From an optimization exercise on the open Yosys and OpenROAD flow, aimed at small area and a short achievable clock period; shortcuts taken in it are not production practice.
In this exercise RTL edits were held to simulation tests only and were not proved equivalent to the original.
Power figures rest on the tool's default switching activity, not on a simulated workload.

[flow/constraint.sdc]
create_clock -name core_clock -period 8.0 [get_ports {clk}]
set_input_delay 1.6000 -clock core_clock [delete_from_list [all_inputs] [get_ports {clk}]]
set_output_delay 1.6000 -clock core_clock [all_outputs]
set_load 0.01 [all_outputs]
[flow/config.mk]
export PLATFORM = sky130hd
export DESIGN_NAME = pipelined_regfile_3stage
export DESIGN_NICKNAME = pipelined_regfile_3stage
export VERILOG_FILES = /design/flow/design.v
export SDC_FILE = /design/flow/constraint.sdc
export NUM_CORES = 4
export LEC_CHECK = 0
export CAP_MARGIN = 20
export CORE_MARGIN = 2
export CORE_UTILIZATION = 40
export SETUP_SLACK_MARGIN = 4.5
export SLEW_MARGIN = 20
[flow/flow/run.sh]
#!/bin/bash
# Standard layout, with plain buffers (instead of ORFS's default delay cell)
# on the input and output ports.
export BUFFER_PORTS_ARGS="-buffer_cell sky130_fd_sc_hd__buf_2"
bash standard.sh > standard.log 2>&1
[flow/standard.sh]
#!/bin/bash
# synth_recipe.tcl (not shown) runs the flow's synth.tcl, then flattens the netlist and writes it again
# the make line also repeats each setting of config.mk as NAME=value (left out here)
make -C /OpenROAD-flow-scripts/flow DESIGN_CONFIG=/design/flow/config.mk WORK_HOME=/design/flow/orfs CLKGATE_MAP_FILE= SYNTH_SCRIPT=/design/flow/synth_recipe.tcl "${@:-finish}"
[flow/design.v]
module mul16_csa(input [15:0] a, input [15:0] b, output [15:0] x, output [15:0] y, output [15:0] z);
wire pp0_0, pp0_1, pp0_2, pp0_3, pp0_4, pp0_5, pp0_6, pp0_7, pp0_8, pp0_9, pp0_10, pp0_11, pp0_12, pp0_13, pp0_14, pp0_15, pp1_0, pp1_1, pp1_2, pp1_3, pp1_4, pp1_5, pp1_6, pp1_7, pp1_8, pp1_9, pp1_10, pp1_11, pp1_12, pp1_13, pp1_14, pp2_0, pp2_1, pp2_2, pp2_3, pp2_4, pp2_5, pp2_6, pp2_7, pp2_8, pp2_9, pp2_10, pp2_11, pp2_12, pp2_13, pp3_0, pp3_1, pp3_2, pp3_3, pp3_4, pp3_5, pp3_6, pp3_7, pp3_8, pp3_9, pp3_10, pp3_11, pp3_12, pp4_0, pp4_1, pp4_2, pp4_3, pp4_4, pp4_5, pp4_6, pp4_7, pp4_8, pp4_9, pp4_10, pp4_11, pp5_0, pp5_1, pp5_2, pp5_3, pp5_4, pp5_5, pp5_6, pp5_7, pp5_8, pp5_9, pp5_10, pp6_0, pp6_1, pp6_2, pp6_3, pp6_4, pp6_5, pp6_6, pp6_7, pp6_8, pp6_9, pp7_0, pp7_1, pp7_2, pp7_3, pp7_4, pp7_5, pp7_6, pp7_7, pp7_8, pp8_0, pp8_1, pp8_2, pp8_3, pp8_4, pp8_5, pp8_6, pp8_7, pp9_0, pp9_1, pp9_2, pp9_3, pp9_4, pp9_5, pp9_6, pp10_0, pp10_1, pp10_2, pp10_3, pp10_4, pp10_5, pp11_0, pp11_1, pp11_2, pp11_3, pp11_4, pp12_0, pp12_1, pp12_2, pp12_3, pp13_0, pp13_1, pp13_2, pp14_0, pp14_1, pp15_0, s0, c0, s1, c1, s2, c2, s3, s4, s5, s6, c6, s7, c7, s8, c8, s9, c9, s10, c10, s11, c11, s12, c12, s13, c13, s14, c14, s15, c15, s16, c16, s17, c17, s18, c18, s19, c19, s20, c20, s21, c21, s22, c22, s23, c23, s24, s25, s26, s27, s28, c28, s29, c29, s30, c30, s31, c31, s32, c32, s33, c33, s34, c34, s35, c35, s36, c36, s37, c37, s38, c38, s39, c39, s40, c40, s41, c41, s42, c42, s43, c43, s44, c44, s45, c45, s46, c46, s47, c47, s48, c48, s49, c49, s50, c50, s51, c51, s52, s53, s54, s55, c55, s56, c56, s57, c57, s58, c58, s59, c59, s60, c60, s61, c61, s62, c62, s63, c63, s64, c64, s65, c65, s66, c66, s67, c67, s68, c68, s69, c69, s70, c70, s71, c71, s72, c72, s73, c73, s74, c74, s75, c75, s76, s77, s78, c78, s79, c79, s80, c80, s81, c81, s82, c82, s83, c83, s84, c84, s85, c85, s86, c86, s87, c87, s88, c88, s89, c89, s90;
assign pp0_0 = a[0] & b[0];
assign pp0_1 = a[1] & b[0];
assign pp0_2 = a[2] & b[0];
assign pp0_3 = a[3] & b[0];
assign pp0_4 = a[4] & b[0];
assign pp0_5 = a[5] & b[0];
assign pp0_6 = a[6] & b[0];
assign pp0_7 = a[7] & b[0];
assign pp0_8 = a[8] & b[0];
assign pp0_9 = a[9] & b[0];
assign pp0_10 = a[10] & b[0];
assign pp0_11 = a[11] & b[0];
assign pp0_12 = a[12] & b[0];
assign pp0_13 = a[13] & b[0];
assign pp0_14 = a[14] & b[0];
assign pp0_15 = a[15] & b[0];
assign pp1_0 = a[0] & b[1];
assign pp1_1 = a[1] & b[1];
assign pp1_2 = a[2] & b[1];
assign pp1_3 = a[3] & b[1];
assign pp1_4 = a[4] & b[1];
assign pp1_5 = a[5] & b[1];
assign pp1_6 = a[6] & b[1];
assign pp1_7 = a[7] & b[1];
assign pp1_8 = a[8] & b[1];
assign pp1_9 = a[9] & b[1];
assign pp1_10 = a[10] & b[1];
assign pp1_11 = a[11] & b[1];
assign pp1_12 = a[12] & b[1];
assign pp1_13 = a[13] & b[1];
assign pp1_14 = a[14] & b[1];
assign pp2_0 = a[0] & b[2];
assign pp2_1 = a[1] & b[2];
assign pp2_2 = a[2] & b[2];
assign pp2_3 = a[3] & b[2];
assign pp2_4 = a[4] & b[2];
assign pp2_5 = a[5] & b[2];
assign pp2_6 = a[6] & b[2];
assign pp2_7 = a[7] & b[2];
assign pp2_8 = a[8] & b[2];
assign pp2_9 = a[9] & b[2];
assign pp2_10 = a[10] & b[2];
assign pp2_11 = a[11] & b[2];
assign pp2_12 = a[12] & b[2];
assign pp2_13 = a[13] & b[2];
assign pp3_0 = a[0] & b[3];
assign pp3_1 = a[1] & b[3];
assign pp3_2 = a[2] & b[3];
assign pp3_3 = a[3] & b[3];
assign pp3_4 = a[4] & b[3];
assign pp3_5 = a[5] & b[3];
assign pp3_6 = a[6] & b[3];
assign pp3_7 = a[7] & b[3];
assign pp3_8 = a[8] & b[3];
assign pp3_9 = a[9] & b[3];
assign pp3_10 = a[10] & b[3];
assign pp3_11 = a[11] & b[3];
assign pp3_12 = a[12] & b[3];
assign pp4_0 = a[0] & b[4];
assign pp4_1 = a[1] & b[4];
assign pp4_2 = a[2] & b[4];
assign pp4_3 = a[3] & b[4];
assign pp4_4 = a[4] & b[4];
assign pp4_5 = a[5] & b[4];
assign pp4_6 = a[6] & b[4];
assign pp4_7 = a[7] & b[4];
assign pp4_8 = a[8] & b[4];
assign pp4_9 = a[9] & b[4];
assign pp4_10 = a[10] & b[4];
assign pp4_11 = a[11] & b[4];
assign pp5_0 = a[0] & b[5];
assign pp5_1 = a[1] & b[5];
assign pp5_2 = a[2] & b[5];
assign pp5_3 = a[3] & b[5];
assign pp5_4 = a[4] & b[5];
assign pp5_5 = a[5] & b[5];
assign pp5_6 = a[6] & b[5];
assign pp5_7 = a[7] & b[5];
assign pp5_8 = a[8] & b[5];
assign pp5_9 = a[9] & b[5];
assign pp5_10 = a[10] & b[5];
assign pp6_0 = a[0] & b[6];
assign pp6_1 = a[1] & b[6];
assign pp6_2 = a[2] & b[6];
assign pp6_3 = a[3] & b[6];
assign pp6_4 = a[4] & b[6];
assign pp6_5 = a[5] & b[6];
assign pp6_6 = a[6] & b[6];
assign pp6_7 = a[7] & b[6];
assign pp6_8 = a[8] & b[6];
assign pp6_9 = a[9] & b[6];
assign pp7_0 = a[0] & b[7];
assign pp7_1 = a[1] & b[7];
assign pp7_2 = a[2] & b[7];
assign pp7_3 = a[3] & b[7];
assign pp7_4 = a[4] & b[7];
assign pp7_5 = a[5] & b[7];
assign pp7_6 = a[6] & b[7];
assign pp7_7 = a[7] & b[7];
assign pp7_8 = a[8] & b[7];
assign pp8_0 = a[0] & b[8];
assign pp8_1 = a[1] & b[8];
assign pp8_2 = a[2] & b[8];
assign pp8_3 = a[3] & b[8];
assign pp8_4 = a[4] & b[8];
assign pp8_5 = a[5] & b[8];
assign pp8_6 = a[6] & b[8];
assign pp8_7 = a[7] & b[8];
assign pp9_0 = a[0] & b[9];
assign pp9_1 = a[1] & b[9];
assign pp9_2 = a[2] & b[9];
assign pp9_3 = a[3] & b[9];
assign pp9_4 = a[4] & b[9];
assign pp9_5 = a[5] & b[9];
assign pp9_6 = a[6] & b[9];
assign pp10_0 = a[0] & b[10];
assign pp10_1 = a[1] & b[10];
assign pp10_2 = a[2] & b[10];
assign pp10_3 = a[3] & b[10];
assign pp10_4 = a[4] & b[10];
assign pp10_5 = a[5] & b[10];
assign pp11_0 = a[0] & b[11];
assign pp11_1 = a[1] & b[11];
assign pp11_2 = a[2] & b[11];
assign pp11_3 = a[3] & b[11];
assign pp11_4 = a[4] & b[11];
assign pp12_0 = a[0] & b[12];
assign pp12_1 = a[1] & b[12];
assign pp12_2 = a[2] & b[12];
assign pp12_3 = a[3] & b[12];
assign pp13_0 = a[0] & b[13];
assign pp13_1 = a[1] & b[13];
assign pp13_2 = a[2] & b[13];
assign pp14_0 = a[0] & b[14];
assign pp14_1 = a[1] & b[14];
assign pp15_0 = a[0] & b[15];
assign s0 = pp0_13 ^ pp1_12;
assign c0 = pp0_13 & pp1_12;
assign s1 = pp0_14 ^ pp1_13 ^ pp2_12;
assign c1 = (pp0_14 & pp1_13) | (pp0_14 & pp2_12) | (pp1_13 & pp2_12);
assign s2 = pp3_11 ^ pp4_10;
assign c2 = pp3_11 & pp4_10;
assign s3 = pp0_15 ^ pp1_14 ^ pp2_13;
assign s4 = pp3_12 ^ pp4_11 ^ pp5_10;
assign s5 = pp6_9 ^ pp7_8;
assign s6 = pp0_9 ^ pp1_8;
assign c6 = pp0_9 & pp1_8;
assign s7 = pp0_10 ^ pp1_9 ^ pp2_8;
assign c7 = (pp0_10 & pp1_9) | (pp0_10 & pp2_8) | (pp1_9 & pp2_8);
assign s8 = pp3_7 ^ pp4_6;
assign c8 = pp3_7 & pp4_6;
assign s9 = pp0_11 ^ pp1_10 ^ pp2_9;
assign c9 = (pp0_11 & pp1_10) | (pp0_11 & pp2_9) | (pp1_10 & pp2_9);
assign s10 = pp3_8 ^ pp4_7 ^ pp5_6;
assign c10 = (pp3_8 & pp4_7) | (pp3_8 & pp5_6) | (pp4_7 & pp5_6);
assign s11 = pp6_5 ^ pp7_4;
assign c11 = pp6_5 & pp7_4;
assign s12 = pp0_12 ^ pp1_11 ^ pp2_10;
assign c12 = (pp0_12 & pp1_11) | (pp0_12 & pp2_10) | (pp1_11 & pp2_10);
assign s13 = pp3_9 ^ pp4_8 ^ pp5_7;
assign c13 = (pp3_9 & pp4_8) | (pp3_9 & pp5_7) | (pp4_8 & pp5_7);
assign s14 = pp6_6 ^ pp7_5 ^ pp8_4;
assign c14 = (pp6_6 & pp7_5) | (pp6_6 & pp8_4) | (pp7_5 & pp8_4);
assign s15 = pp9_3 ^ pp10_2;
assign c15 = pp9_3 & pp10_2;
assign s16 = s0 ^ pp2_11 ^ pp3_10;
assign c16 = (s0 & pp2_11) | (s0 & pp3_10) | (pp2_11 & pp3_10);
assign s17 = pp4_9 ^ pp5_8 ^ pp6_7;
assign c17 = (pp4_9 & pp5_8) | (pp4_9 & pp6_7) | (pp5_8 & pp6_7);
assign s18 = pp7_6 ^ pp8_5 ^ pp9_4;
assign c18 = (pp7_6 & pp8_5) | (pp7_6 & pp9_4) | (pp8_5 & pp9_4);
assign s19 = pp10_3 ^ pp11_2 ^ pp12_1;
assign c19 = (pp10_3 & pp11_2) | (pp10_3 & pp12_1) | (pp11_2 & pp12_1);
assign s20 = c0 ^ s1 ^ s2;
assign c20 = (c0 & s1) | (c0 & s2) | (s1 & s2);
assign s21 = pp5_9 ^ pp6_8 ^ pp7_7;
assign c21 = (pp5_9 & pp6_8) | (pp5_9 & pp7_7) | (pp6_8 & pp7_7);
assign s22 = pp8_6 ^ pp9_5 ^ pp10_4;
assign c22 = (pp8_6 & pp9_5) | (pp8_6 & pp10_4) | (pp9_5 & pp10_4);
assign s23 = pp11_3 ^ pp12_2 ^ pp13_1;
assign c23 = (pp11_3 & pp12_2) | (pp11_3 & pp13_1) | (pp12_2 & pp13_1);
assign s24 = c1 ^ c2 ^ s3;
assign s25 = s4 ^ s5 ^ pp8_7;
assign s26 = pp9_6 ^ pp10_5 ^ pp11_4;
assign s27 = pp12_3 ^ pp13_2 ^ pp14_1;
assign s28 = pp0_6 ^ pp1_5;
assign c28 = pp0_6 & pp1_5;
assign s29 = pp0_7 ^ pp1_6 ^ pp2_5;
assign c29 = (pp0_7 & pp1_6) | (pp0_7 & pp2_5) | (pp1_6 & pp2_5);
assign s30 = pp3_4 ^ pp4_3;
assign c30 = pp3_4 & pp4_3;
assign s31 = pp0_8 ^ pp1_7 ^ pp2_6;
assign c31 = (pp0_8 & pp1_7) | (pp0_8 & pp2_6) | (pp1_7 & pp2_6);
assign s32 = pp3_5 ^ pp4_4 ^ pp5_3;
assign c32 = (pp3_5 & pp4_4) | (pp3_5 & pp5_3) | (pp4_4 & pp5_3);
assign s33 = pp6_2 ^ pp7_1;
assign c33 = pp6_2 & pp7_1;
assign s34 = s6 ^ pp2_7 ^ pp3_6;
assign c34 = (s6 & pp2_7) | (s6 & pp3_6) | (pp2_7 & pp3_6);
assign s35 = pp4_5 ^ pp5_4 ^ pp6_3;
assign c35 = (pp4_5 & pp5_4) | (pp4_5 & pp6_3) | (pp5_4 & pp6_3);
assign s36 = pp7_2 ^ pp8_1 ^ pp9_0;
assign c36 = (pp7_2 & pp8_1) | (pp7_2 & pp9_0) | (pp8_1 & pp9_0);
assign s37 = c6 ^ s7 ^ s8;
assign c37 = (c6 & s7) | (c6 & s8) | (s7 & s8);
assign s38 = pp5_5 ^ pp6_4 ^ pp7_3;
assign c38 = (pp5_5 & pp6_4) | (pp5_5 & pp7_3) | (pp6_4 & pp7_3);
assign s39 = pp8_2 ^ pp9_1 ^ pp10_0;
assign c39 = (pp8_2 & pp9_1) | (pp8_2 & pp10_0) | (pp9_1 & pp10_0);
assign s40 = c7 ^ c8 ^ s9;
assign c40 = (c7 & c8) | (c7 & s9) | (c8 & s9);
assign s41 = s10 ^ s11 ^ pp8_3;
assign c41 = (s10 & s11) | (s10 & pp8_3) | (s11 & pp8_3);
assign s42 = pp9_2 ^ pp10_1 ^ pp11_0;
assign c42 = (pp9_2 & pp10_1) | (pp9_2 & pp11_0) | (pp10_1 & pp11_0);
assign s43 = c9 ^ c10 ^ c11;
assign c43 = (c9 & c10) | (c9 & c11) | (c10 & c11);
assign s44 = s12 ^ s13 ^ s14;
assign c44 = (s12 & s13) | (s12 & s14) | (s13 & s14);
assign s45 = s15 ^ pp11_1 ^ pp12_0;
assign c45 = (s15 & pp11_1) | (s15 & pp12_0) | (pp11_1 & pp12_0);
assign s46 = c12 ^ c13 ^ c14;
assign c46 = (c12 & c13) | (c12 & c14) | (c13 & c14);
assign s47 = c15 ^ s16 ^ s17;
assign c47 = (c15 & s16) | (c15 & s17) | (s16 & s17);
assign s48 = s18 ^ s19 ^ pp13_0;
assign c48 = (s18 & s19) | (s18 & pp13_0) | (s19 & pp13_0);
assign s49 = c16 ^ c17 ^ c18;
assign c49 = (c16 & c17) | (c16 & c18) | (c17 & c18);
assign s50 = c19 ^ s20 ^ s21;
assign c50 = (c19 & s20) | (c19 & s21) | (s20 & s21);
assign s51 = s22 ^ s23 ^ pp14_0;
assign c51 = (s22 & s23) | (s22 & pp14_0) | (s23 & pp14_0);
assign s52 = c20 ^ c21 ^ c22;
assign s53 = c23 ^ s24 ^ s25;
assign s54 = s26 ^ s27 ^ pp15_0;
assign s55 = pp0_4 ^ pp1_3;
assign c55 = pp0_4 & pp1_3;
assign s56 = pp0_5 ^ pp1_4 ^ pp2_3;
assign c56 = (pp0_5 & pp1_4) | (pp0_5 & pp2_3) | (pp1_4 & pp2_3);
assign s57 = pp3_2 ^ pp4_1;
assign c57 = pp3_2 & pp4_1;
assign s58 = s28 ^ pp2_4 ^ pp3_3;
assign c58 = (s28 & pp2_4) | (s28 & pp3_3) | (pp2_4 & pp3_3);
assign s59 = pp4_2 ^ pp5_1 ^ pp6_0;
assign c59 = (pp4_2 & pp5_1) | (pp4_2 & pp6_0) | (pp5_1 & pp6_0);
assign s60 = c28 ^ s29 ^ s30;
assign c60 = (c28 & s29) | (c28 & s30) | (s29 & s30);
assign s61 = pp5_2 ^ pp6_1 ^ pp7_0;
assign c61 = (pp5_2 & pp6_1) | (pp5_2 & pp7_0) | (pp6_1 & pp7_0);
assign s62 = c29 ^ c30 ^ s31;
assign c62 = (c29 & c30) | (c29 & s31) | (c30 & s31);
assign s63 = s32 ^ s33 ^ pp8_0;
assign c63 = (s32 & s33) | (s32 & pp8_0) | (s33 & pp8_0);
assign s64 = c31 ^ c32 ^ c33;
assign c64 = (c31 & c32) | (c31 & c33) | (c32 & c33);
assign s65 = s34 ^ s35 ^ s36;
assign c65 = (s34 & s35) | (s34 & s36) | (s35 & s36);
assign s66 = c34 ^ c35 ^ c36;
assign c66 = (c34 & c35) | (c34 & c36) | (c35 & c36);
assign s67 = s37 ^ s38 ^ s39;
assign c67 = (s37 & s38) | (s37 & s39) | (s38 & s39);
assign s68 = c37 ^ c38 ^ c39;
assign c68 = (c37 & c38) | (c37 & c39) | (c38 & c39);
assign s69 = s40 ^ s41 ^ s42;
assign c69 = (s40 & s41) | (s40 & s42) | (s41 & s42);
assign s70 = c40 ^ c41 ^ c42;
assign c70 = (c40 & c41) | (c40 & c42) | (c41 & c42);
assign s71 = s43 ^ s44 ^ s45;
assign c71 = (s43 & s44) | (s43 & s45) | (s44 & s45);
assign s72 = c43 ^ c44 ^ c45;
assign c72 = (c43 & c44) | (c43 & c45) | (c44 & c45);
assign s73 = s46 ^ s47 ^ s48;
assign c73 = (s46 & s47) | (s46 & s48) | (s47 & s48);
assign s74 = c46 ^ c47 ^ c48;
assign c74 = (c46 & c47) | (c46 & c48) | (c47 & c48);
assign s75 = s49 ^ s50 ^ s51;
assign c75 = (s49 & s50) | (s49 & s51) | (s50 & s51);
assign s76 = c49 ^ c50 ^ c51;
assign s77 = s52 ^ s53 ^ s54;
assign s78 = pp0_3 ^ pp1_2;
assign c78 = pp0_3 & pp1_2;
assign s79 = s55 ^ pp2_2 ^ pp3_1;
assign c79 = (s55 & pp2_2) | (s55 & pp3_1) | (pp2_2 & pp3_1);
assign s80 = c55 ^ s56 ^ s57;
assign c80 = (c55 & s56) | (c55 & s57) | (s56 & s57);
assign s81 = c56 ^ c57 ^ s58;
assign c81 = (c56 & c57) | (c56 & s58) | (c57 & s58);
assign s82 = c58 ^ c59 ^ s60;
assign c82 = (c58 & c59) | (c58 & s60) | (c59 & s60);
assign s83 = c60 ^ c61 ^ s62;
assign c83 = (c60 & c61) | (c60 & s62) | (c61 & s62);
assign s84 = c62 ^ c63 ^ s64;
assign c84 = (c62 & c63) | (c62 & s64) | (c63 & s64);
assign s85 = c64 ^ c65 ^ s66;
assign c85 = (c64 & c65) | (c64 & s66) | (c65 & s66);
assign s86 = c66 ^ c67 ^ s68;
assign c86 = (c66 & c67) | (c66 & s68) | (c67 & s68);
assign s87 = c68 ^ c69 ^ s70;
assign c87 = (c68 & c69) | (c68 & s70) | (c69 & s70);
assign s88 = c70 ^ c71 ^ s72;
assign c88 = (c70 & c71) | (c70 & s72) | (c71 & s72);
assign s89 = c72 ^ c73 ^ s74;
assign c89 = (c72 & c73) | (c72 & s74) | (c73 & s74);
assign s90 = c74 ^ c75 ^ s76;
assign x = {c89, c88, c87, c86, c85, c84, c83, c82, c81, c80, c79, c78, s78, pp0_2, pp0_1, pp0_0};
assign y = {s90, s89, s88, s87, s86, s85, s84, s83, s82, s81, s80, s79, pp2_1, pp1_1, pp1_0, 1'b0};
assign z = {s77, s75, s73, s71, s69, s67, s65, s63, s61, s59, pp5_0, pp4_0, pp3_0, pp2_0, 1'b0, 1'b0};
endmodule
`timescale 1ns / 1ps
module pipelined_regfile_3stage(clk, rst, aluout,
	imem_addr, imem_rdata,
	dmem_raddr, dmem_rdata, dmem_wen, dmem_waddr, dmem_wdata);
input clk;
input rst;
output [15:0] imem_addr;
input  [15:0] imem_rdata;
output [15:0] dmem_raddr;
input  [15:0] dmem_rdata;
output dmem_wen;
output [15:0] dmem_waddr;
output [15:0] dmem_wdata;
output [15:0] aluout;
function [15:0] rev16(input [15:0] v);
	integer k;
	for (k = 0; k < 16; k = k + 1) rev16[k] = v[15-k];
endfunction
reg [15:0] pc;            
reg [15:0] ia;            
reg [15:0] a_E, b_E;
reg [3:0]  imm_E, wa_E;
reg [2:0]  op_E;
reg        v_E, we_E, ld_E, sw_E, br_E, ls_E;
reg [15:0] x_M, y_M, z_M;
reg [3:0]  wa_M;
reg        we_M, ld_M, sw_M, mul_M, srl_M;
reg [15:0] dm;            
reg [3:0]  wa_D;
reg        we_D, ld_D;
reg [15:0] alu_W, md_W;
reg [3:0]  wa_W;
reg        we_W, ld_W;
reg [15:0] rf [0:15];
wire [15:0] inst = imem_rdata;
wire [3:0] op = inst[15:12];
wire [3:0] rd = inst[11:8];
wire [3:0] rs = inst[7:4];
wire [3:0] rt = inst[3:0];
wire d_lw  = op == 4'h8;
wire d_sw  = op == 4'h9;
wire d_beq = op == 4'ha;
wire d_jr  = op == 4'hc;
wire d_jal = op == 4'hd;
wire d_jmp = (op == 4'hb) | d_jal;
wire d_we  = ~(d_sw | d_beq | (op == 4'hb) | d_jr | d_jal);
wire [2:0] d_aluop = (d_lw | d_sw) ? 3'd0 : d_beq ? 3'd1 : op[2:0];
wire d_sll = d_aluop == 3'd4;
wire d_srl = d_aluop == 3'd5;
wire [15:0] nextpc = pc + 16'd1;
wire [15:0] wbdata = ld_W ? md_W : alu_W;
wire [15:0] woh = (16'd1 << wa_W) & {16{we_W}};
wire [15:0] wen = d_jal ? {we_W, 15'd0} : woh;
wire [15:0] wd  = d_jal ? nextpc : wbdata;
wire [15:0] oh1 = 16'd1 << rs;
wire [15:0] oh2 = (d_sw | d_beq) ? (16'd1 << rd) : (16'd1 << rt);
wire [3:0]  ra2 = (d_sw | d_beq) ? rd : rt;
reg [15:0] vld;
wire [15:0] s1 = vld & oh1;
wire [15:0] s2 = vld & oh2;
reg [15:0] t1, t2;
integer i;
always @(*) begin
	t1 = {13'd0, oh1[1] && !vld[1], 1'b0, oh1[1] && !vld[1]};
	t2 = {13'd0, oh2[1] && !vld[1], 1'b0, oh2[1] && !vld[1]};
	for (i = 0; i < 16; i = i + 1) begin
		t1 = t1 | (rf[i] & {16{s1[i]}});
		t2 = t2 | (rf[i] & {16{s2[i]}});
	end
end
wire jb1 = we_W & d_jal & oh1[15];
wire jb2 = we_W & d_jal & oh2[15];
wire wb1 = we_W & ~d_jal & (wa_W == rs);
wire wb2 = we_W & ~d_jal & (wa_W == ra2);
wire [15:0] rdata1 = jb1 ? nextpc : wb1 ? wbdata : t1;
wire [15:0] rdata2 = jb2 ? nextpc : wb2 ? wbdata : t2;
integer k;
always @(posedge clk) begin
	for (k = 0; k < 16; k = k + 1)
		if (wen[k]) rf[k] <= wd;
	if (rst) vld <= 16'd0;
	else     vld <= vld | wen;
end
wire [15:0] shf = rt[3] ? 16'd0 : (16'd1 << rt[2:0]);
wire [15:0] immx_E = {{12{imm_E[3]}}, imm_E};
wire eq_E = a_E == b_E;
wire take = br_E & eq_E;
wire [15:0] btarget = ia + 16'd1 + immx_E;
wire sub_E = (op_E == 3'd1) | (op_E == 3'd6);
wire mul_E = (op_E == 3'd7) | (op_E == 3'd4) | (op_E == 3'd5);
wire [15:0] bb_E = (ls_E ? immx_E : b_E) ^ {16{sub_E}};
wire [16:0] as_E = {1'b0, a_E} + {1'b0, bb_E} + {16'd0, sub_E};
wire le_E = ~as_E[16] | eq_E;
wire [15:0] mx, my, mz;
mul16_csa MUL0(.a(a_E), .b(b_E), .x(mx), .y(my), .z(mz));
reg [15:0] res_E;
always @(*) begin
	case (op_E)
		3'd0, 3'd1: res_E = as_E[15:0];
		3'd2:       res_E = a_E & b_E;
		3'd3:       res_E = a_E ^ b_E;
		3'd6:       res_E = {15'd0, le_E};
		default:    res_E = mx;
	endcase
end
wire [15:0] pc_seq = d_jmp ? {nextpc[14:11], inst[11:0]} : take ? btarget : nextpc;
wire [15:0] pcin = d_jr ? rdata1 : pc_seq;
always @(posedge clk) begin
	if (rst) begin
		pc <= 16'd0;
		ia <= 16'd0;
	end else begin
		pc <= pcin;
		ia <= pc;
	end
end
assign imem_addr = ia;
wire [15:0] mem_sum = x_M + (mul_M ? y_M : 16'd0) + (mul_M ? z_M : 16'd0);
always @(posedge clk) begin
	a_E   <= d_srl ? rev16(rdata1) : rdata1;
	b_E   <= (d_sll | d_srl) ? shf : rdata2;
	imm_E <= rt;
	wa_E  <= rd;
	op_E  <= d_aluop;
	ld_E  <= d_lw;
	ls_E  <= d_lw | d_sw;
	y_M   <= mul_E ? my : b_E;
	z_M   <= mz;
	wa_M  <= wa_E;
	ld_M  <= ld_E;
	srl_M <= op_E == 3'd5;
	wa_D  <= wa_M;
	ld_D  <= ld_M;
	md_W  <= dmem_rdata;
	wa_W  <= wa_D;
	ld_W  <= ld_D;
	if (rst) begin
		v_E <= 1'b0; we_E <= 1'b0; sw_E <= 1'b0; br_E <= 1'b0;
		x_M <= 16'd0; we_M <= 1'b0; sw_M <= 1'b0; mul_M <= 1'b0;
		dm <= 16'd0; we_D <= 1'b0;
		alu_W <= 16'd0; we_W <= 1'b0;
	end else begin
		v_E <= 1'b1; we_E <= d_we; sw_E <= d_sw; br_E <= d_beq;
		x_M <= v_E ? res_E : 16'd0;
		we_M <= we_E; sw_M <= sw_E; mul_M <= v_E & mul_E;
		dm <= srl_M ? rev16(mem_sum) : mem_sum;
		we_D <= we_M;
		alu_W <= dm;
		we_W <= we_D;
	end
end
assign dmem_raddr = dm;
assign dmem_wen   = sw_M & ~rst;
assign dmem_waddr = x_M;
assign dmem_wdata = y_M;
assign aluout     = alu_W;
endmodule
==> flow_summary.yaml, run 1 <==
timing:
  slew_viol_final: 0
  timing.fmax_ghz: 0.278
  maxSlewHeadroom_pct: 30.6
  finalClockSkew_ps: 36.4
  finalSetupViolations: 0
  grt_setup_unrepaired: "true"
  fin_crit_sh_pct: 44.9
  setup_ws_ps: 4410
  layout_min_cycle_time_ps: 3590
  tightestPinTransition_ps: 1040
  hold_viol: 0
  fin_tns_setup_ps: 0
clocking:
  clk_path_buf_depth: 3
  htreeDepth: 2
  clock_latency_ps: 630
  cts_sinks: 468
  cts_root_buf: "clkbuf_16"
  cts_tree: "yes"
  cts_buffers: 51
  clk_pin_slew_ps: 60
logic_synthesis:
  syn_area_um2: 24600
  synth_seq_area_share_pct: 48.5
  ys.flop_type: "edfxtp_1"
  synth_cell_types: 73
  synth-edff-count: 256
  syn_avg_cell_area_um2: 10.8
  yosysWarnings: 2
  synthCells: 2288
  synth-async-reset-ratio_pct: 0
  syn-num-nets: 2479
  ys_ff_latch: 468
setup_path:
  crit_path_end_kind: "output port"
  path_delay_family: "buffers and inverters"
  path_class: "input pin to output port"
  cp_cell_sequence: "buf_12 > nor2b_4 > buf_6"
  cp_slowest_cell: "buf_6"
  critPathMaxStageDelay_ps: 150
  cp_max_fo: 2
  path_buf_inv: 2
  startpoint_type: "input pin"
  critPathRequiredTime_ps: 6400
  cp.arrival_ps: 1990
floorplanning:
  coreArea_um2: 60600
  num_rows: 90
  ios: 115
  initial_core_util_pct: 40.6
  die_area_um2: 63500
  die_x_um: 252
  dieHeight_um: 252
finish:
  nets: 2629
  post-route-cell-area_um2: 29400
  diodes: 0
  top_register: "rf"
  largest_register_ffs: 256
  syn2layout_area_growth_pct: 19.5
  drive_gt1_share_pct: 19.1
  fill_cells: 5416
  fin_util_pct: 48.6
placed_design:
  hpwlAfterDp_um: 64500
  placed_area_um2: 26400
  numPortBuffers: 114
  place_congestion: 1.01
  place_ws_ps: 3100
pwr:
  power.density_nw_per_um2: 190
  swShare_pct: 24.1
  p_comb_share_pct: 7.4
  p_total_mw: 5.59
  p_seq_share_pct: 46.7
  power_leakage_nw: 11.6
  netSwitchingPower_mw: 1.35
  ir_drop_mv: 0.157
  clock_power_share_pct: 45.8
  intPower_mw: 4.24
global_routing:
  grt_pass1_wl_um: 138000
  grt_pass1_vias: 20100
  antenna_found_initial: 0
  gr-total-overflow: 0
  grtUsageTotal_pct: 29.7
  grt_max_degree: 71
routing:
  wl_per_cell_um: 29.4
  routed-via-count: 20500
  drt_pass1_iterations: 10
  routed_wl_um: 96000
  drc: 0
  drtIter0Drc: 2911
  ant_nets: 0
  vias_per_cell: 6.28
outcome:
  status: "complete, no violations"
run:
  cap_violations: 0
worst_hold_path:
  hp-class: "flip-flop to flip-flop"
through the flow:
| stage | cells | hold slack, ps |
|---|---|---|
| 4_1_cts | 3234 | 325 |
| 2_1_floorplan | 2288 | 310 |
| 3_3_place_gp | 3113 | 310 |
| 3_5_place_dp | 3114 | 312 |
| 5_1_grt | 3262 | 324 |
| 6_report | 3262 | 323 |
worst paths after layout:
path,slack (ps),startpoint,cells after the start,to
max reg2reg,4530,op_E[1]$_DFF_P_,13,x_M[9]$_SDFF_PP0_
max,4410,rst,3,dmem_wen
min reg2reg,320,wa_D[2]$_DFF_P_,0,wa_W[2]$_DFF_P_
min,320,wa_D[2]$_DFF_P_,0,wa_W[2]$_DFF_P_
metal layers:
| metal | track usage (%) | wire length, um | up-vias |
|---|---|---|---|
| met3 | 7.32 | 10200 | 450 |
| met5 | 0 | 0 | - |
| met2 | 48.1 | 43900 | 1399 |
| met1 | 35.6 | 34800 | 9878 |
| li1 | - | - | 8746 |
| met4 | 18.1 | 7110 | 0 |
cells in the mapped netlist, drive strengths merged, types with 6 or more instances:
cell type  count  area share (%)
nor2         132             2.0
buf           35            0.68
xnor2         71             2.5
fa            82             6.7
nor3          32            0.65
a221oi        36             1.3
o21ai         63             1.3
nand2b         7            0.18
a32oi          6            0.21
nor4b         11            0.39
nor4          14            0.36
a211oi        28            0.85
clkbuf        91             1.4
or3           17            0.43
a211o          8            0.28
o21a          17            0.52
o31ai          7            0.21
nor3b         10            0.51
and2         137             3.5
a21oi        122             2.5
a22o          42             1.5
xor2          29             1.1
nand4         25            0.66
nor2b         46             1.2
a22oi        103             3.1
nand2        205             3.1
edfxtp       256              31
a31oi         11            0.34
a222oi        31             1.3
and4          12            0.43
dfxtp        212              17
mux2          18            0.82
and3          29            0.74
o22ai          6            0.15
ha            75             3.8
a21o           8            0.24
a2111oi        6            0.21
a41oi          7            0.25
mux2i         45             1.8
inv           86             1.3
nand3         58             1.2
o211ai        10            0.33
power groups by stage:
stage | Sequential [mW] | Combinational (mW) | Clock (mW)
floorplan | 2.64 | 0.238 | 0
global placement | 2.66 | 0.360 | 0
detailed placement | 2.66 | 0.365 | 0
CTS | 2.61 | 0.386 | 2.58
global route | 2.61 | 0.443 | 2.69
finish | 2.61 | 0.416 | 2.56
area by class of cell:
class / count / area, um^2 / share of cell area, %
sequential: 468 / 11900 / 40.6
tap: 782 / 978 / 3.33
clock inverter: 30 / 438 / 1.49
clock buffer: 65 / 1380 / 4.69
inverter: 86 / 323 / 1.10
timing repair buffer: 222 / 1580 / 5.38
multi-input combinational: 1609 / 12800 / 43.4
placed cells by master (no fill, tap or decap), types with 9 or more instances in the layout:
cell	n
xor2_1	28
nor2_2	11
o21ai_0	47
nand4_1	24
ha_1	75
bufinv_16	9
a22o_1	40
a31oi_1	10
buf_4	86
and4_1	10
inv_1	86
clkbuf_1	10
dfxtp_1	205
nand2_1	204
edfxtp_1	256
and3_1	27
and2_1	126
clkbuf_16	52
nor3b_4	10
nor2_1	115
a222oi_1	31
o21ai_1	9
a221oi_1	36
a21oi_1	101
or3_1	17
mux2_2	18
buf_2	105
and2_4	10
fa_1	82
nand3_1	55
xnor2_1	70
buf_6	16
o21a_1	17
a211oi_1	23
a21oi_2	19
nor3_1	21
mux2i_1	44
o211ai_1	9
a22oi_1	102
nor2b_1	43
worst register-to-register path: stages, from the launching register on:
cell and delay, ps:
dfxtp_1 320, buf_6 240, nor2_2 140, a22o_4 310, buf_4 160, xnor2_1 120
ha_1 210, or3_1 350, a211oi_1 360, o21ai_1 200, a31oi_1 320, xnor2_1 210
a21oi_1 120, nor3_1 280
logic make-up (layout without fill, tap and decap cells):
kind of cell | Yosys count | count (layout) | share of synthesized area [%]
XOR/XNOR | 100 | 100 | 3.59
buffers and inverters | 212 | 403 | 3.38
adder cells (fa/ha/maj) | 157 | 157 | 10.5
AND/OR/NAND/NOR | 754 | 755 | 16.0
AO/OA/AOI/OAI | 534 | 534 | 15.4
flip-flops | 468 | 468 | 48.5
multiplexers | 63 | 63 | 2.65
what timing repair did:
item / CTS / global route
gates cloned: 1 / 0
hold buffers: 0 / 0
gates resized for setup: 91 / 84
setup buffers: 24 / 27
setup endpoints to repair: 92 / 74
pin swaps: 16 / 22
==> inputs of run 2 (changes only) <==
--- a/flow/config.mk
+++ b/flow/config.mk
@@ -9,4 +9,6 @@
 export CORE_MARGIN = 2
 export CORE_UTILIZATION = 40
+export CTS_BUF_LIST = sky130_fd_sc_hd__clkbuf_8
+export CTS_CLUSTER_SIZE = 25
 export SETUP_SLACK_MARGIN = 4.5
 export SLEW_MARGIN = 20
==> run 2 against run 1 <==
  * Still clean
  * Sequential share of layout area grew 0.73 points
  * Clock skew rose by 5.9 ps
  * Critical path depth unchanged
  * Core utilization fell by 0.86 points
  * Clock-buffer cell count is 27 higher
  * Wire length fell by 0.19%
  * Combinational power shrank 2%
  * Critical endpoint unchanged
  * Largest cell class unchanged
  * Largest power group unchanged
==> flow_summary.yaml, run 2 <==
logic_synthesis:
  synth-async-reset-ratio_pct: 0
  synth_cell_types: 73
  synth_seq_area_share_pct: 48.5
  synth_most_common_cell: "edfxtp_1"
  ys.flop_type: "edfxtp_1"
  syn_avg_cell_area_um2: 10.8
  ys_ff_latch: 468
  synth_top_area_cell: "edfxtp_1"
  synth-edff-count: 256
  synth_area_leaders: "edfxtp_1 31%, dfxtp_1 17%, fa_1 6.7%, ha_1 3.8%, and2_1 3.4%"
  yosysTopAreaCellShare_pct: 31.2
  synth_common_cells: "256 x edfxtp_1, 212 x dfxtp_1, 205 x nand2_1"
  syn_area_um2: 24600
  synthCells: 2288
  syn-num-nets: 2479
  yosysWarnings: 2
setup_path:
  r2r-start: "ia[0]$_SDFF_PP0_"
  cp.arrival_ps: 2000
  critPathRequiredTime_ps: 6400
  cp_max_fo: 2
  r2r_cells: 12
  regToRegSetupSlack_ps: 4590
  startpoint_type: "input pin"
  crit_path_end_kind: "output port"
  r2r-end: "pc[10]$_SDFF_PP0_"
  startpoint: "rst"
  path_class: "input pin to output port"
  endpoint: "dmem_wen"
routing:
  drt_pass1_iterations: 11
  drc: 0
  vias_per_cell: 6.23
  ant_nets: 0
  wl_per_cell_um: 29.1
  routed-via-count: 20500
  routed_wl_um: 95800
  drtIter0Drc: 3156
timing:
  layout_min_cycle_time_ps: 3600
  finalSetupViolations: 0
  fin_crit_sh_pct: 45.0
  timing.fmax_ghz: 0.278
  grt_setup_unrepaired: "true"
  fin_tns_setup_ps: 0
  hold_viol: 0
  slew_viol_final: 0
  maxSlewHeadroom_pct: 27.5
  finalClockSkew_ps: 42.3
  tightestPinTransition_ps: 1080
  setup_ws_ps: 4400
  whs_ps: 316
pwr:
  power.density_nw_per_um2: 180
  ir_drop_mv: 0.134
  power_leakage_nw: 11.5
  p_total_mw: 5.21
placed_design:
  hpwlAfterDp_um: 64500
  place_ws_ps: 3100
  placed_cells: 3114
  place_congestion: 1.01
  numPortBuffers: 114
clocking:
  postCtsHoldBufs: 0
  clock_latency_ps: 700
  clk_pin_slew_ps: 60
  clk_path_buf_depth: 3
  htreeDepth: 3
  cts_buffers: 81
  cts_root_buf: "clkbuf_8"
  cts_sinks: 468
  cts_tree: "yes"
worst_hold_path:
  hp-class: "flip-flop to flip-flop"
outcome:
  status: "complete, no violations"
finish:
  layout_common_cells: "256 x edfxtp_1, 206 x dfxtp_1, 203 x nand2_1"
  multi_input_area_um2: 12700
  fill_cells: 5522
  regArea_um2: 11900
  mostFrequentLayoutCell: "edfxtp_1"
  syn2layout_area_growth_pct: 17.4
  top_register: "rf"
  drive_gt1_share_pct: 19.0
  nets: 2640
  largest_register_ffs: 256
  fin_cells: 3294
run:
  cap_violations: 0
floorplanning:
  ios: 115
  coreArea_um2: 60600
  initial_core_util_pct: 40.6
  dieHeight_um: 252
  num_rows: 90
  die_x_um: 252
  die_area_um2: 63500
global_routing:
  grtUsageTotal_pct: 29.9
  gr-total-overflow: 0
  grt_pass1_vias: 20400
  grt_pass1_wl_um: 138000
  grt_max_degree: 71
  antenna_found_initial: 2
[run 2: what timing repair did]
action                     CTS  global route
hold endpoints to repair     0             0
gates cloned                 1             1
buffers inserted            19            11
pin swaps                   11             9
resized for setup           76            73
setup endpoints to repair   77            59
[run 2: how the worst min path moves through the flow]
stage                    start               to  slack (ps)  depth (start not counted)
2_1_floorplan     ld_M$_DFF_P_     ld_D$_DFF_P_         310                          0
3_3_place_gp   wa_E[0]$_DFF_P_  wa_M[0]$_DFF_P_         310                          0
3_5_place_dp      ld_D$_DFF_P_     ld_W$_DFF_P_         310                          0
4_1_cts        wa_D[2]$_DFF_P_  wa_W[2]$_DFF_P_         320                          0
5_1_grt        wa_D[2]$_DFF_P_  wa_W[2]$_DFF_P_         320                          0
6_report       wa_D[2]$_DFF_P_  wa_W[2]$_DFF_P_         320                          0
[run 2: area by class of cell]
cell class	instances	share of cell area, %
Inverter	86	1.12
Multi-Input combinational cell	1610	43.9
Clock buffer	92	4.38
Sequential cell	468	41.3
Clock inverter	53	1.19
Tap cell	782	3.39
Timing Repair Buffer	202	4.70
Antenna cell	1	0.00866
[run 2: worst max-delay path, stage by stage]
cell and delay [ps]:
buf_12 110, nor2b_4 140, buf_6 150
[run 2: layer usage]
layer	routed length, um	GRT usage [%]
met3	9980	7.55
met4	6940	17.9
met2	43900	48.6
met5	30	0
met1	34900	35.7
[run 2: cells by family (layout without fill, tap and decap cells)]
| kind of cell | count (synthesis) | count (layout) | synth area share [%] |
|---|---|---|---|
| fa+ha+maj | 157 | 157 | 10.5 |
| flops | 468 | 468 | 48.5 |
| simple gates | 754 | 756 | 16.0 |
| buf+inv | 212 | 433 | 3.38 |
| mux | 63 | 63 | 2.65 |
| compound gates | 534 | 534 | 15.4 |
| xor+xnor | 100 | 100 | 3.59 |
| other cells | 0 | 1 | 0 |
[run 2: metrics by stage]
step / utilization, % / instance area, um^2
after CTS: 47.0 / 28500
after global routing: 47.7 / 28900
after global placement: 43.6 / 26400
after floorplan: - / 24900
final: 47.7 / 28900
after detailed placement: 43.6 / 26400
[run 2: where the power goes]
part / leakage, nW / total [mW] / switching, mW / internal [mW]
clock network: 0.894 / 2.19 / 1.03 / 1.16
registers: 3.98 / 2.61 / 0.0445 / 2.57
logic: 6.58 / 0.408 / 0.261 / 0.147
==> inputs of run 3 (changes only) <==
--- a/flow/config.mk
+++ b/flow/config.mk
@@ -6,9 +6,10 @@
 export NUM_CORES = 4
 export LEC_CHECK = 0
-export CAP_MARGIN = 20
+export CAP_MARGIN = 10
 export CORE_MARGIN = 2
 export CORE_UTILIZATION = 40
 export CTS_BUF_LIST = sky130_fd_sc_hd__clkbuf_8
 export CTS_CLUSTER_SIZE = 25
+export PLACE_DENSITY = 0.72
 export SETUP_SLACK_MARGIN = 4.5
-export SLEW_MARGIN = 20
+export SLEW_MARGIN = 10
==> run 3 against run 2 <==
  * Core utilization rose by 0.21 points
  * Worst hold slack improved by 12 ps
  * Total power fell by 2.3%
  * Sequential share of layout area is 0.17 points lower
  * Clock power is 5% lower
  * Non-clock buffer count increased by 19
  * Largest cell class unchanged
==> flow_summary.yaml, run 3 <==
logic_synthesis:
  ys_ff_latch: 468
  synth_common_cells: "256 x edfxtp_1, 212 x dfxtp_1, 205 x nand2_1"
  ys.flop_type: "edfxtp_1"
  synth_cell_types: 73
  syn-num-nets: 2479
  synth_area_leaders: "edfxtp_1 31%, dfxtp_1 17%, fa_1 6.7%, ha_1 3.8%, and2_1 3.4%"
  yosysTopAreaCellShare_pct: 31.2
  synth-async-reset-ratio_pct: 0
  syn_avg_cell_area_um2: 10.8
  synth_seq_area_share_pct: 48.5
  synth_most_common_cell: "edfxtp_1"
  synthCells: 2288
  yosysWarnings: 2
  synth_top_area_cell: "edfxtp_1"
  synth-edff-count: 256
  syn_area_um2: 24600
setup_path:
  crit_path_end_kind: "output port"
  regToRegSetupSlack_ps: 4540
  cpMostUsedCell: "buf_12"
  r2r-end: "x_M[11]$_SDFF_PP0_"
  r2r_cells: 13
  cp.arrival_ps: 2050
  path_class: "input pin to output port"
  cp_cell_sequence: "buf_12 > buf_12 > nor2b_4 > buf_6"
  cp_slowest_cell: "buf_12"
  startpoint_type: "input pin"
  cp_max_fo: 2
  critPathRequiredTime_ps: 6400
  path_buf_inv: 3
  r2r-start: "op_E[0]$_DFF_P_"
  path_delay_family: "buffers and inverters"
  critPathMaxStageDelay_ps: 130
routing:
  routed-via-count: 21100
  drc: 0
  wl_per_cell_um: 27.5
  vias_per_cell: 6.39
  drt_pass1_iterations: 13
  ant_nets: 0
  routed_wl_um: 90800
  drtIter0Drc: 3755
finish:
  fill_cells: 5387
  fin_util_pct: 47.9
  mostFrequentLayoutCell: "edfxtp_1"
  syn2layout_area_growth_pct: 17.9
  regArea_um2: 11900
  drive_gt1_share_pct: 18.9
  layout_common_cells: "256 x edfxtp_1, 205 x dfxtp_1, 204 x nand2_1"
  nets: 2651
  largest_register_ffs: 256
  top_register: "rf"
  multi_input_area_um2: 12600
outcome:
  status: "complete, no violations"
pwr:
  netSwitchingPower_mw: 1.29
  intPower_mw: 3.80
  p_comb_share_pct: 8.0
  clock_power_share_pct: 40.7
  p_seq_share_pct: 51.3
  ir_drop_mv: 0.130
  swShare_pct: 25.3
  power.density_nw_per_um2: 175
  power_leakage_nw: 11.6
floorplanning:
  die_x_um: 252
  initial_core_util_pct: 40.6
  num_rows: 90
  dieHeight_um: 252
  ios: 115
  coreArea_um2: 60600
  die_area_um2: 63500
timing:
  timing.fmax_ghz: 0.274
  layout_min_cycle_time_ps: 3650
  hold_viol: 0
  finalSetupViolations: 0
  tightestPinTransition_ps: 1320
  slew_viol_final: 0
  grt_setup_unrepaired: "true"
  fin_crit_sh_pct: 45.6
  maxSlewHeadroom_pct: 11.7
  fin_tns_setup_ps: 0
  finalClockSkew_ps: 54.7
  setup_ws_ps: 4350
global_routing:
  grt_pass1_vias: 21000
  antenna_found_initial: 3
  grt_max_degree: 36
  grt_pass1_wl_um: 132000
  grtUsageTotal_pct: 27.8
  gr-total-overflow: 0
placed_design:
  place_ws_ps: 3310
  hpwlAfterDp_um: 60800
  numPortBuffers: 114
  place_congestion: 1.05
clocking:
  cts_sinks: 468
  htreeDepth: 3
  clk_path_buf_depth: 3
  cts_buffers: 74
  cts_tree: "yes"
  clk_pin_slew_ps: 60
  cts_root_buf: "clkbuf_8"
  clock_latency_ps: 710
run:
  cap_violations: 0
worst_hold_path:
  hold_depth: 0
  hold-path-endpoint: "ld_W$_DFF_P_"
  hp-start: "ld_D$_DFF_P_"
  hp-class: "flip-flop to flip-flop"
[run 3: area by class of cell]
type	instances	area share, %
repair buffers	221	5.83
clock inverters	48	1.05
well taps	782	3.37
multi-input cells	1609	43.4
diodes	3	0.0259
clock buffers	86	4.08
flip-flops and latches	468	41.2
inverters	86	1.11
[run 3: power by group through the flow]
stage	sequential [mW]	clock (mW)	combinational [mW]
3_5_place_dp	2.66	0	0.349
5_1_grt	2.61	2.20	0.430
2_1_floorplan	2.64	0	0.238
4_1_cts	2.61	2.10	0.376
6_report	2.61	2.07	0.406
3_3_place_gp	2.66	0	0.342
[run 3: worst max-delay path by stage]
stage	end	slack [ps]	start	cells after the start
6_report	dmem_wen	4350	rst	4
3_3_place_gp	b_E[15]$_SDFF_PN0_	2760	imem_rdata[15]	8
2_1_floorplan	rf[3][0]$_DFFE_PP_	4330	imem_rdata[14]	5
3_5_place_dp	b_E[4]$_DFF_P_	3310	imem_rdata[14]	8
5_1_grt	dmem_wen	4340	rst	4
4_1_cts	dmem_wen	4350	rst	4
[run 3: what timing repair did]
item | CTS | global route
setup endpoints to repair | 74 | 64
hold buffers | 0 | 0
cloned | 3 | 0
pin swaps | 15 | 18
endpoints found under the hold margin | 0 | 0
gates resized for setup | 70 | 73
setup buffers | 31 | 30
[run 3: metal layers]
metal	global-route usage, %	wire (um)	vias to the layer above
met4	19.3	7440	2
li1	-	-	8776
met5	0	35	-
met1	32.5	31400	10000
met3	8.90	11700	570
met2	43.6	40200	1733
[run 3: cells by family (layout without fill, tap and decap cells)]
group,after synthesis,count (layout),share of synthesized area [%]
adders and majority gates,157,157,10.5
DFF,468,468,48.5
other,0,3,0
buffers and inverters,212,441,3.38
AOI/OAI and AO/OA,534,534,15.4
and+or+nand+nor,754,755,16.0
xor gates and xnor gates,100,100,3.59
muxes,63,63,2.65
[run 3: per-stage QoR]
stage | hold slack (ps) | cells | instance area [um^2] | power, mW
final | 328 | 3303 | 29000 | 5.09
after global routing | 331 | 3302 | 29000 | 5.25
after CTS | 329 | 3270 | 28400 | 5.09
after detailed placement | 313 | 3102 | 26300 | 3.01
after global placement | 310 | 3101 | 26300 | 3.00
after floorplan | 310 | 2288 | 24900 | 2.88
[run 3: worst reg2reg max path: stages (launching register included)]
cell	delay (ps)
dfxtp_1	350
buf_8	220
nor2b_4	80
a22o_4	330
buf_4	160
xnor2_1	130
ha_1	220
or3_1	400
a211oi_4	280
o21ai_1	150
a31oi_2	230
o21ai_1	100
xnor2_1	180
o41ai_2	490
==> inputs of run 4 (changes only) <==
==> flow/flow/run.sh (replaced) <==
#!/bin/bash
# Standard layout, with plain buffers (instead of ORFS's default delay cell)
# on the input and output ports, and the rst and dmem_wen pins side by side
# (dmem_wen is rst gated, a path from an input straight to an output).
export BUFFER_PORTS_ARGS="-buffer_cell sky130_fd_sc_hd__buf_2"
export IO_CONSTRAINTS=$PWD/flow/io.tcl
bash standard.sh > standard.log 2>&1
==> flow/flow/io.tcl (new file) <==
set_io_pin_constraint -pin_names {rst dmem_wen} -group -order
--- a/flow/config.mk
+++ b/flow/config.mk
@@ -6,10 +6,9 @@
 export NUM_CORES = 4
 export LEC_CHECK = 0
-export CAP_MARGIN = 10
+export CAP_MARGIN = 20
 export CORE_MARGIN = 2
 export CORE_UTILIZATION = 40
 export CTS_BUF_LIST = sky130_fd_sc_hd__clkbuf_8
 export CTS_CLUSTER_SIZE = 25
-export PLACE_DENSITY = 0.72
 export SETUP_SLACK_MARGIN = 4.5
-export SLEW_MARGIN = 10
+export SLEW_MARGIN = 20
==> run 4 against run 3 <==
  * Still clean
  * Fmax is 1.0% higher
  * Non-clock buffer count is 19 lower
  * Wire length increased by 7.4%
  * Critical path depth unchanged
  * Die area stayed put
  * Register-to-register slack improved by 60 ps
  * Via count shrank 1.9%
  * Clock skew decreased by 13 ps
  * Sequential share of layout area about the same
  * Synthesized cell count unchanged
  * Critical path type unchanged
  * Critical endpoint unchanged
  * Largest cell class unchanged
==> flow_summary.yaml, run 4 <==
timing:
  slew_viol_final: 0
  tightestPinTransition_ps: 1120
  hold_viol: 0
  fin_crit_sh_pct: 45.2
  fin_tns_setup_ps: 0
  finalClockSkew_ps: 41.5
  setup_ws_ps: 4390
  timing.fmax_ghz: 0.277
  maxSlewHeadroom_pct: 24.7
  grt_setup_unrepaired: "true"
  finalSetupViolations: 0
  layout_min_cycle_time_ps: 3610
finish:
  drive_gt1_share_pct: 19.3
  post-route-cell-area_um2: 29000
  fin_cells: 3293
  mostFrequentLayoutCell: "edfxtp_1"
  top_register: "rf"
  nets: 2641
  largest_register_ffs: 256
  syn2layout_area_growth_pct: 17.9
  layout_common_cells: "256 x edfxtp_1, 204 x nand2_1, 202 x dfxtp_1"
  diodes: 0
logic_synthesis:
  synth-async-reset-ratio_pct: 0
  yosysTopAreaCellShare_pct: 31.2
  synth_cell_types: 73
  syn_area_um2: 24600
  synth_most_common_cell: "edfxtp_1"
  ys_ff_latch: 468
  synth-edff-count: 256
  ys.flop_type: "edfxtp_1"
  synth_seq_area_share_pct: 48.5
  syn_avg_cell_area_um2: 10.8
  synth_top_area_cell: "edfxtp_1"
  synth_area_leaders: "edfxtp_1 31%, dfxtp_1 17%, fa_1 6.7%, ha_1 3.8%, and2_1 3.4%"
  syn-num-nets: 2479
  synthCells: 2288
  synth_common_cells: "256 x edfxtp_1, 212 x dfxtp_1, 205 x nand2_1"
  yosysWarnings: 2
setup_path:
  path_class: "input pin to output port"
  regToRegSetupSlack_ps: 4600
  cp.arrival_ps: 2010
  endpoint: "dmem_wen"
  r2r-start: "a_E[6]$_DFF_P_"
  critPathRequiredTime_ps: 6400
  crit_path_end_kind: "output port"
  r2r-end: "x_M[14]$_SDFF_PP0_"
  startpoint_type: "input pin"
  startpoint: "rst"
  cp_max_fo: 2
  r2r_cells: 10
routing:
  wl_per_cell_um: 29.6
  drc: 0
  vias_per_cell: 6.29
  routed-via-count: 20700
  drtIter0Drc: 3087
  drt_pass1_iterations: 9
  routed_wl_um: 97400
  ant_nets: 0
global_routing:
  grt_pass1_wl_um: 139000
  grt_pass1_vias: 20200
  grt_max_degree: 55
  grtUsageTotal_pct: 30.1
  gr-total-overflow: 0
  antenna_found_initial: 2
pwr:
  power_leakage_nw: 11.5
  ir_drop_mv: 0.138
  p_seq_share_pct: 49.8
  clock_power_share_pct: 42.2
  swShare_pct: 25.6
  intPower_mw: 3.90
  power.density_nw_per_um2: 181
  p_total_mw: 5.24
  p_comb_share_pct: 8.0
  netSwitchingPower_mw: 1.34
worst_hold_path:
  hp-class: "flip-flop to flip-flop"
  hold_depth: 0
placed_design:
  placed_area_um2: 26400
  numPortBuffers: 114
  placed_cells: 3117
  place_ws_ps: 3180
  hpwlAfterDp_um: 65000
  place_congestion: 0.995
floorplanning:
  ios: 115
  num_rows: 90
  dieHeight_um: 252
  coreArea_um2: 60600
  die_x_um: 252
  die_area_um2: 63500
  initial_core_util_pct: 40.6
clocking:
  cts_tree: "yes"
  clock_latency_ps: 720
  cts_root_buf: "clkbuf_8"
  clk_path_buf_depth: 3
  cts_buffers: 83
  clk_pin_slew_ps: 60
  htreeDepth: 3
  cts_sinks: 468
run:
  cap_violations: 0
outcome:
  status: "complete, no violations"
run 4: cell counts after synthesis:
Identical to the previous run, type by type.
run 4: layout make-up:
type,count,area [um^2]
clock buffers,95,1310
flip-flops and latches,468,11900
well taps,782,978
fillers,5526,31600
clock inverters,51,317
inverters,86,323
repair buffers,202,1490
multi-input cells,1609,12700
run 4: how the worst min path moves through the flow:
| stage | from | to | slack (ps) |
|---|---|---|---|
| floorplan | ld_M$_DFF_P_ | ld_D$_DFF_P_ | 310 |
| global placement | ld_M$_DFF_P_ | ld_D$_DFF_P_ | 310 |
| detailed placement | wa_M[2]$_DFF_P_ | wa_D[2]$_DFF_P_ | 310 |
| CTS | wa_M[2]$_DFF_P_ | wa_D[2]$_DFF_P_ | 330 |
| global route | ld_E$_DFF_P_ | ld_M$_DFF_P_ | 330 |
| finish | wa_D[3]$_DFF_P_ | wa_W[3]$_DFF_P_ | 320 |
run 4: layer usage:
layer  up-vias  wire [um]  GRT usage [%]
li1       8763          -              -
met1     10000      35500           36.0
met2      1464      44400           48.3
met3       446      10500           8.90
met4         2       7010           17.8
met5         -         12              0
run 4: logic make-up after synthesis:
kind of cell | after synthesis | share of synthesized area [%]
AOI/OAI and AO/OA | 534 | 15.4
xor gates and xnor gates | 100 | 3.59
adders and majority gates | 157 | 10.5
buffers and inverters | 212 | 3.38
DFF | 468 | 48.5
muxes | 63 | 2.65
and+or+nand+nor | 754 | 16.0
run 4: power groups by stage:
stage	combinational, mW	clock, mW	sequential (mW)
global route	0.446	2.35	2.61
finish	0.419	2.21	2.61
floorplan	0.238	0	2.64
CTS	0.391	2.24	2.61
detailed placement	0.369	0	2.66
global placement	0.365	0	2.66
run 4: what timing repair did:
| item | in CTS | in global routing |
|---|---|---|
| endpoints found under the setup margin | 72 | 55 |
| gates resized for setup | 81 | 73 |
| buffers inserted | 16 | 11 |
| gates cloned | 2 | 1 |
| pin swaps | 6 | 20 |
| hold buffers | 0 | 0 |
run 4: per-stage QoR:
stage | hold slack (ps) | util [%]
floorplan | 310 | -
global placement | 310 | 43.6
detailed placement | 312 | 43.6
CTS | 326 | 47.1
global route | 325 | 47.9
finish | 325 | 47.9
run 4: critical path, stage by stage:
cell,delay [ps]
buf_8,100
buf_12,110
nor2b_4,100
buf_6,100
==> inputs of run 5 (changes only) <==
--- a/flow/config.mk
+++ b/flow/config.mk
@@ -9,6 +9,7 @@
 export CORE_MARGIN = 2
 export CORE_UTILIZATION = 40
-export CTS_BUF_LIST = sky130_fd_sc_hd__clkbuf_8
-export CTS_CLUSTER_SIZE = 25
+export CTS_BUF_LIST = sky130_fd_sc_hd__clkbuf_16
+export CTS_CLUSTER_DIAMETER = 100
+export CTS_CLUSTER_SIZE = 20
 export SETUP_SLACK_MARGIN = 4.5
 export SLEW_MARGIN = 20
==> run 5 against run 4 <==
  * Still clean on timing, DRC and antenna
  * Combinational power rose by 5.5%
  * Die area is the same
  * Clock power is 33% lower
  * Critical path depth unchanged
  * Sequential share of layout area rose by 0.34 points
  * Area after synthesis is the same
  * First-iteration DRC count down 2.3%
  * Register-to-register slack about the same
  * Global-route usage down 0.64 points
  * Sequential power hardly changed
  * Largest cell class unchanged
==> flow_summary.yaml, run 5 <==
logic_synthesis:
  syn_area_um2: 24600
  syn-num-nets: 2479
  synth_seq_area_share_pct: 48.5
  synth_cell_types: 73
  synth-edff-count: 256
  yosysWarnings: 2
  synth_top_area_cell: "edfxtp_1"
  ys_ff_latch: 468
  synth_area_leaders: "edfxtp_1 31%, dfxtp_1 17%, fa_1 6.7%, ha_1 3.8%, and2_1 3.4%"
  synthCells: 2288
  synth_most_common_cell: "edfxtp_1"
  syn_avg_cell_area_um2: 10.8
  synth-async-reset-ratio_pct: 0
  synth_common_cells: "256 x edfxtp_1, 212 x dfxtp_1, 205 x nand2_1"
  yosysTopAreaCellShare_pct: 31.2
  ys.flop_type: "edfxtp_1"
pwr:
  p_comb_share_pct: 9.8
  clock_power_share_pct: 32.6
  power.density_nw_per_um2: 157
  p_seq_share_pct: 57.7
  power_leakage_nw: 11.3
  p_total_mw: 4.52
  swShare_pct: 25.4
  netSwitchingPower_mw: 1.15
  ir_drop_mv: 0.176
  intPower_mw: 3.37
setup_path:
  path_buf_inv: 3
  cp_max_fo: 2
  crit_path_end_kind: "output port"
  cp.arrival_ps: 2020
  cp_cell_sequence: "buf_8 > buf_12 > nor2b_4 > buf_6"
  startpoint_type: "input pin"
  critPathMaxStageDelay_ps: 110
  path_delay_family: "buffers and inverters"
  path_class: "input pin to output port"
  critPathRequiredTime_ps: 6400
  cp_slowest_cell: "buf_12"
global_routing:
  grtUsageTotal_pct: 29.5
  grt_max_degree: 55
  gr-total-overflow: 0
  grt_pass1_wl_um: 137000
  grt_pass1_vias: 19700
  antenna_found_initial: 2
floorplanning:
  initial_core_util_pct: 40.6
  ios: 115
  coreArea_um2: 60600
  die_area_um2: 63500
  num_rows: 90
  die_x_um: 252
  dieHeight_um: 252
routing:
  routed-via-count: 20500
  drc: 0
  vias_per_cell: 6.32
  wl_per_cell_um: 29.7
  drt_pass1_iterations: 10
  ant_nets: 0
  routed_wl_um: 96400
  drtIter0Drc: 3017
timing:
  setup_ws_ps: 4380
  finalClockSkew_ps: 20.2
  tightestPinTransition_ps: 1090
  finalSetupViolations: 0
  layout_min_cycle_time_ps: 3620
  hold_viol: 0
  fin_tns_setup_ps: 0
  fin_crit_sh_pct: 45.2
  whs_ps: 330
  grt_setup_unrepaired: "true"
  timing.fmax_ghz: 0.277
  slew_viol_final: 0
  maxSlewHeadroom_pct: 26.6
worst_hold_path:
  hp-class: "flip-flop to flip-flop"
finish:
  drive_gt1_share_pct: 19.2
  fin_cells: 3242
  layout_common_cells: "256 x edfxtp_1, 204 x nand2_1, 198 x dfxtp_1"
  syn2layout_area_growth_pct: 17.1
  nets: 2631
  top_register: "rf"
  mostFrequentLayoutCell: "edfxtp_1"
  largest_register_ffs: 256
clocking:
  cts_tree: "yes"
  htreeDepth: 1
  cts_root_buf: "clkbuf_16"
  clock_latency_ps: 620
  clk_pin_slew_ps: 80
  postCtsHoldBufs: 0
  clk_path_buf_depth: 3
  cts_sinks: 468
  cts_buffers: 28
placed_design:
  place_congestion: 0.995
  placed_cells: 3117
  place_ws_ps: 3180
  numPortBuffers: 114
  hpwlAfterDp_um: 65000
run:
  cap_violations: 0
outcome:
  status: "complete, no violations"
## run 5: changes by cell type in the layout (fill, tap and decap cells not counted), sizes merged, moves of 3 or more
cell and change:
buf +47, bufinv -3, clkbuf -69, clkinv -11, clkinvlp -3, inv -14
## run 5: path summary, 6_finish.rpt
check	start	end	cells after the start	slack [ps]
min reg2reg	wa_D[3]$_DFF_P_	wa_W[3]$_DFF_P_	0	330
min	wa_D[3]$_DFF_P_	wa_W[3]$_DFF_P_	0	330
max reg2reg	op_E[1]$_DFF_P_	x_M[0]$_SDFF_PP0_	14	4600
max	rst	dmem_wen	4	4380
## run 5: layer usage
metal / vias to the layer above / wire (um) / GRT usage (%)
li1: 8711 / - / -
met1: 10000 / 35600 / 36.4
met2: 1374 / 44500 / 48.2
met3: 369 / 9580 / 6.22
met4: 2 / 6640 / 16.4
met5: - / 36 / 0.386
## run 5: what timing repair did
item | in CTS | in global routing
endpoints found under the setup margin | 72 | 65
buffers inserted | 25 | 47
cloned | 2 | 1
gates resized for setup | 94 | 108
pin swaps | 13 | 39
## run 5: cells by family (layout without fill, tap and decap cells)
logic type               after synthesis  in the layout  synth area share, %
AO/OA/AOI/OAI                        534            534                 15.4
XOR/XNOR                             100            100                 3.59
adder cells (fa/ha/maj)              157            157                 10.5
buffers and inverters                212            381                 3.38
flip-flops                           468            468                 48.5
multiplexers                          63             63                 2.65
other                                  0              2                    0
AND/OR/NAND/NOR                      754            755                 16.0
## run 5: power by group through the flow
stage | clock network (mW) | logic [mW] | registers (mW)
2_1_floorplan | 0 | 0.238 | 2.64
3_3_place_gp | 0 | 0.365 | 2.66
3_5_place_dp | 0 | 0.369 | 2.66
4_1_cts | 1.49 | 0.397 | 2.61
5_1_grt | 1.56 | 0.469 | 2.61
6_report | 1.47 | 0.442 | 2.61
## run 5: layout make-up
cell class / instances / area [um^2]
Clock inverter: 20 / 110
Timing Repair Buffer: 247 / 1880
Fill cell: 5513 / 31800
Sequential cell: 468 / 12000
Inverter: 86 / 327
Clock buffer: 28 / 701
Multi-Input combinational cell: 1609 / 12900
Antenna cell: 2 / 5.00
Tap cell: 782 / 978
## run 5: stage by stage
step | area [um^2] | util [%]
floorplan | 24900 | -
global placement | 26400 | 43.6
detailed placement | 26400 | 43.6
CTS | 27900 | 46.1
global route | 28800 | 47.6
finish | 28800 | 47.6

separate check: timing with driven ports:
In the flow no input, the clock included, has a driving cell. The finished layouts below were timed again as built, in two steps.
Step 1 sets driving cells, clkbuf_16 on the clock port and buf_2 on the other inputs (assumed; they add their load-dependent delay and slew).
Step 2 times the ports against the registers' clock, not the clock port: input delays grow and output delays shrink by t, the midpoint of the rising clock arrivals with the driver on.
Three values: no drivers, after step 1, after step 2; two values: the first two.
| run | shift t [ns] | setup WS [ns] | worst hold slack (ns) | worst setup path after step 2 | worst register clock-pin slew, ns |
|---|---|---|---|---|---|
| run 1 | 0.670 | 4.406 / 4.262 / 3.832 | 0.323 / 0.323 / 0.323 | input to register | 0.07 / 0.07 |
| run 2 | 0.738 | 4.402 / 4.256 / 3.767 | 0.316 / 0.316 / 0.316 | input to register | 0.07 / 0.07 |
| run 3 | 0.728 | 4.349 / 4.293 / 3.793 | 0.328 / 0.328 / 0.328 | input to register | 0.07 / 0.07 |
| run 4 | 0.752 | 4.386 / 4.347 / 3.792 | 0.325 / 0.325 / 0.325 | input to register | 0.07 / 0.07 |
| run 5 | 0.667 | 4.384 / 4.346 / 3.852 | 0.330 / 0.330 / 0.330 | input to register | 0.09 / 0.09 |
After both steps every run listed still meets setup and hold. For run 2, which loses most, drivers alone change the setup slack by -0.146 ns; drivers and shift together by -0.635 ns.
